Source: an optimization exercise on an open RTL-to-GDS flow (aim: small area). Production flows keep margins and buffers that such runs may drop. In this exercise RTL edits were held to simulation tests only and were not proved equivalent to the original. Power and IR drop assume default switching activity.

old:
// p_1d
module p_1d(
	input clk, input rst,
	input [0:7] a_11, input [0:7] b_11,
	input [0:7] a_12, input [0:7] b_12,
	input [0:7] a_21, input [0:7] b_21,
	input [0:7] a_22, input [0:7] b_22,
	output [0:16] c_11,
	output [0:16] c_12,
	output [0:16] c_21,
	output [0:16] c_22
	);
Size: ~130 I/O pins, about 0.014 mm^2 of cells after synthesis.
Settings: LEC_CHECK=0, CAP_MARGIN=0, CORE_MARGIN=2, CORE_UTILIZATION=70, CTS_BUF_LIST=sky130_fd_sc_hd__clkbuf_4 sky130_fd_sc_hd__clkbuf_8, CTS_CLUSTER_DIAMETER=100, CTS_CLUSTER_SIZE=30, GPL_TIMING_DRIVEN=0, SLEW_MARGIN=0, SYNTH_HIERARCHICAL=1; clock period 7.0 ns.
standard.sh (not shown) runs the stock make flow with config.mk's settings and CLKGATE_MAP_FILE= SYNTH_SCRIPT=/design/flow/synth_recipe.tcl, a recipe that flattens the netlist after the stock synthesis.
==> flow/flow/run.sh <==
#!/bin/bash
# Own layout flow: the standard flow (standard.sh, unchanged synthesis)
# with smaller port buffers, a leaner clock tree (no dummy loads), the ABC
# buffers left to the resizer, and the delay cells kept out of the resizer's
# choices. The make output goes to flow_standard.log; ORFS keeps each step's
# own log under orfs/logs/.
set -euo pipefail
# appended to the platform's own DONT_USE_CELLS list by its config.mk
export DONT_USE_CELLS="sky130_fd_sc_hd__clkdlybuf4s15_1 sky130_fd_sc_hd__clkdlybuf4s15_2 sky130_fd_sc_hd__clkdlybuf4s18_1 sky130_fd_sc_hd__clkdlybuf4s18_2 sky130_fd_sc_hd__clkdlybuf4s25_1 sky130_fd_sc_hd__clkdlybuf4s25_2 sky130_fd_sc_hd__clkdlybuf4s50_1 sky130_fd_sc_hd__clkdlybuf4s50_2 sky130_fd_sc_hd__dlygate4sd1_1 sky130_fd_sc_hd__dlygate4sd2_1 sky130_fd_sc_hd__dlygate4sd3_1 sky130_fd_sc_hd__dlymetal6s2s_1 sky130_fd_sc_hd__dlymetal6s4s_1 sky130_fd_sc_hd__dlymetal6s6s_1"
bash standard.sh \
  "BUFFER_PORTS_ARGS=-buffer_cell sky130_fd_sc_hd__buf_1" \
  "CTS_ARGS=-sink_clustering_enable -repair_clock_nets -sink_clustering_size 40 -sink_clustering_max_diameter 250 -root_buf sky130_fd_sc_hd__clkbuf_8 -buf_list {sky130_fd_sc_hd__clkbuf_4} -dont_use_dummy_load" \
  REMOVE_ABC_BUFFERS=1 \
  finish > flow_standard.log 2>&1
Changes in new relative to old:
-- flow/flow/run.sh --
<<< old, line 11
  "BUFFER_PORTS_ARGS=-buffer_cell sky130_fd_sc_hd__buf_1" \
  "CTS_ARGS=-sink_clustering_enable -repair_clock_nets -sink_clustering_size 40 -sink_clustering_max_diameter 250 -root_buf sky130_fd_sc_hd__clkbuf_8 -buf_list {sky130_fd_sc_hd__clkbuf_4} -dont_use_dummy_load" \
  REMOVE_ABC_BUFFERS=1 \
>>> new, line 11
  "BUFFER_PORTS_ARGS=-buffer_cell sky130_fd_sc_hd__buf_1" \
  "CTS_ARGS=-sink_clustering_enable -repair_clock_nets -sink_clustering_size 30 -sink_clustering_max_diameter 100 -buf_list {sky130_fd_sc_hd__clkbuf_4 sky130_fd_sc_hd__clkbuf_8} -dont_use_dummy_load" \
  REMOVE_ABC_BUFFERS=1 \
Findings:
- Re total non-filler cell area in the finished layout: no difference whatsoever between old and new.
- Reported for old and new, share of async-settable or async-resettable flops after synthesis turned out identical to the last digit.
- Reported for old and new, worst ir drop on vdd turned out identical to the last digit.
- As far as number of buffer and inverter stages on the critical path goes, new and old are indistinguishable; the numbers are identical.
- As far as non-clock buffer area fraction after layout goes, new and old are indistinguishable; the numbers are identical.

========
trial 37:
Starting RTL as in the previous note.
==> flow/design.v (excerpt) <==
module p_1d(
	input clk, input rst,
	input [0:7] a_11, input [0:7] b_11,
	input [0:7] a_12, input [0:7] b_12,
	input [0:7] a_21, input [0:7] b_21,
	input [0:7] a_22, input [0:7] b_22,
	output [0:16] c_11,
	output [0:16] c_12,
	output [0:16] c_21,
	output [0:16] c_22
	);
	wire [16:0] t_11, t_12, t_21, t_22;
	reg [0:16] r_11, r_12, r_21, r_22;
	assign c_11 = r_11;
	assign c_12 = r_12;
	assign c_21 = r_21;
	assign c_22 = r_22;
	dotc d_11 (rst, a_11, b_11, a_12, b_21, t_11);
	dotc d_12 (rst, a_11, b_12, a_12, b_22, t_12);
	dotc d_21 (rst, a_21, b_11, a_22, b_21, t_21);
	dotc d_22 (rst, a_21, b_12, a_22, b_22, t_22);
	always @(posedge clk) begin
		r_11 <= t_11;
		r_12 <= t_12;
		r_21 <= t_21;
		r_22 <= t_22;
	end
endmodule
export LEC_CHECK = 0
export CAP_MARGIN = 0
export CORE_MARGIN = 2
export CORE_UTILIZATION = 70
export CTS_BUF_LIST = sky130_fd_sc_hd__clkbuf_4 sky130_fd_sc_hd__clkbuf_8
export CTS_CLUSTER_DIAMETER = 100
export CTS_CLUSTER_SIZE = 30
export GPL_TIMING_DRIVEN = 0
export SLEW_MARGIN = 0
export SYNTH_HIERARCHICAL = 1
create_clock -name core_clock -period 7.0 [get_ports {clk}]
==> flow/flow/run.sh <==
#!/bin/bash
# Own layout flow: the standard flow (standard.sh, unchanged synthesis)
# with smaller port buffers, a leaner clock tree (no dummy loads), the ABC
# buffers left to the resizer, and the delay cells kept out of the resizer's
# choices. The make output goes to flow_standard.log; ORFS keeps each step's
# own log under orfs/logs/.
set -euo pipefail
# appended to the platform's own DONT_USE_CELLS list by its config.mk
export DONT_USE_CELLS="sky130_fd_sc_hd__clkdlybuf4s15_1 sky130_fd_sc_hd__clkdlybuf4s15_2 sky130_fd_sc_hd__clkdlybuf4s18_1 sky130_fd_sc_hd__clkdlybuf4s18_2 sky130_fd_sc_hd__clkdlybuf4s25_1 sky130_fd_sc_hd__clkdlybuf4s25_2 sky130_fd_sc_hd__clkdlybuf4s50_1 sky130_fd_sc_hd__clkdlybuf4s50_2 sky130_fd_sc_hd__dlygate4sd1_1 sky130_fd_sc_hd__dlygate4sd2_1 sky130_fd_sc_hd__dlygate4sd3_1 sky130_fd_sc_hd__dlymetal6s2s_1 sky130_fd_sc_hd__dlymetal6s4s_1 sky130_fd_sc_hd__dlymetal6s6s_1"
bash standard.sh \
  "BUFFER_PORTS_ARGS=-buffer_cell sky130_fd_sc_hd__buf_1" \
  "CTS_ARGS=-sink_clustering_enable -repair_clock_nets -sink_clustering_size 30 -sink_clustering_max_diameter 100 -root_buf sky130_fd_sc_hd__clkbuf_8 -tree_buf sky130_fd_sc_hd__clkbuf_4 -buf_list {sky130_fd_sc_hd__clkbuf_4} -dont_use_dummy_load" \
  REMOVE_ABC_BUFFERS=1 MATCH_CELL_FOOTPRINT=0 \
  finish > flow_standard.log 2>&1
Trial 37 has completed all stages; timing, DRC and antenna checks passed.
Input-level comparison between build 16 and trial 37:
--- a/flow/flow/run.sh
+++ b/flow/flow/run.sh
@@ -11,4 +11,4 @@
   "BUFFER_PORTS_ARGS=-buffer_cell sky130_fd_sc_hd__buf_1" \
-  "CTS_ARGS=-sink_clustering_enable -repair_clock_nets -sink_clustering_size 30 -sink_clustering_max_diameter 100 -root_buf sky130_fd_sc_hd__clkbuf_8 -tree_buf sky130_fd_sc_hd__clkbuf_4 -buf_list {sky130_fd_sc_hd__clkbuf_4} -dont_use_dummy_load" \
-  REMOVE_ABC_BUFFERS=1 MATCH_CELL_FOOTPRINT=0 \
+  "CTS_ARGS=-sink_clustering_enable -repair_clock_nets -sink_clustering_size 30 -sink_clustering_max_diameter 100 -buf_list {sky130_fd_sc_hd__clkbuf_4 sky130_fd_sc_hd__clkbuf_8} -dont_use_dummy_load" \
+  REMOVE_ABC_BUFFERS=1 RECOVER_POWER=100 \
   finish > flow_standard.log 2>&1
STATUS run=build 16 STAGES=ALL_DONE FINAL_CHECKS=FAILED CAUSE=capacitance limit, slew limit. Summary of build 16 over trial 37: clock network power share held, setup slack after layout went down by 0.044 ns, total wire length after detailed routing went up 0.80%, via count closely matched the old numbers, power went down by 0.32%. Lower critical path depth among build 16 and trial 37: build 16. Run comparison: build 16 launching instance or port of the critical path b_11[1]; trial 37 launching instance or port of the critical path a_21[4]. End-of-flow core utilization on build 16 is up relative to trial 37. Of build 16 and trial 37, trial 37 shows the lower met2 usage in global routing, with build 16 above it.

[static timing again, ports no longer ideal]
The flow's constraints put no driver on any port. The routed layouts listed below were extracted and timed again, unchanged, in two steps. Step 1 assumes that a clkbuf_16 drives the clock port and a buf_2 every other input. Step 2 times the ports against the registers' clock, not the clock port: input delays grow and output delays shrink by t, the midpoint of the rising clock arrivals with the driver on. Slacks: ideal ports / drivers / drivers and shift; pairs: ideal ports / drivers.
run	shift t [ns]	slack for setup (ns)	hold WS [ns]	latest minus earliest clock arrival (ns)
old	0.412	0.182 / 0.196 / -0.216	1.429 / 1.419 / 1.800	0.024 / 0.024
new	0.412	0.182 / 0.196 / -0.216	1.429 / 1.419 / 1.800	0.024 / 0.024
trial 37	0.412	0.222 / 0.227 / -0.186	1.428 / 1.416 / 1.797	0.022 / 0.023
build 16	0.410	0.178 / 0.192 / -0.218	1.433 / 1.422 / 1.799	0.024 / 0.023
For trial 37, which loses most, drivers alone change the setup slack by +0.005 ns; drivers and shift together by -0.408 ns.
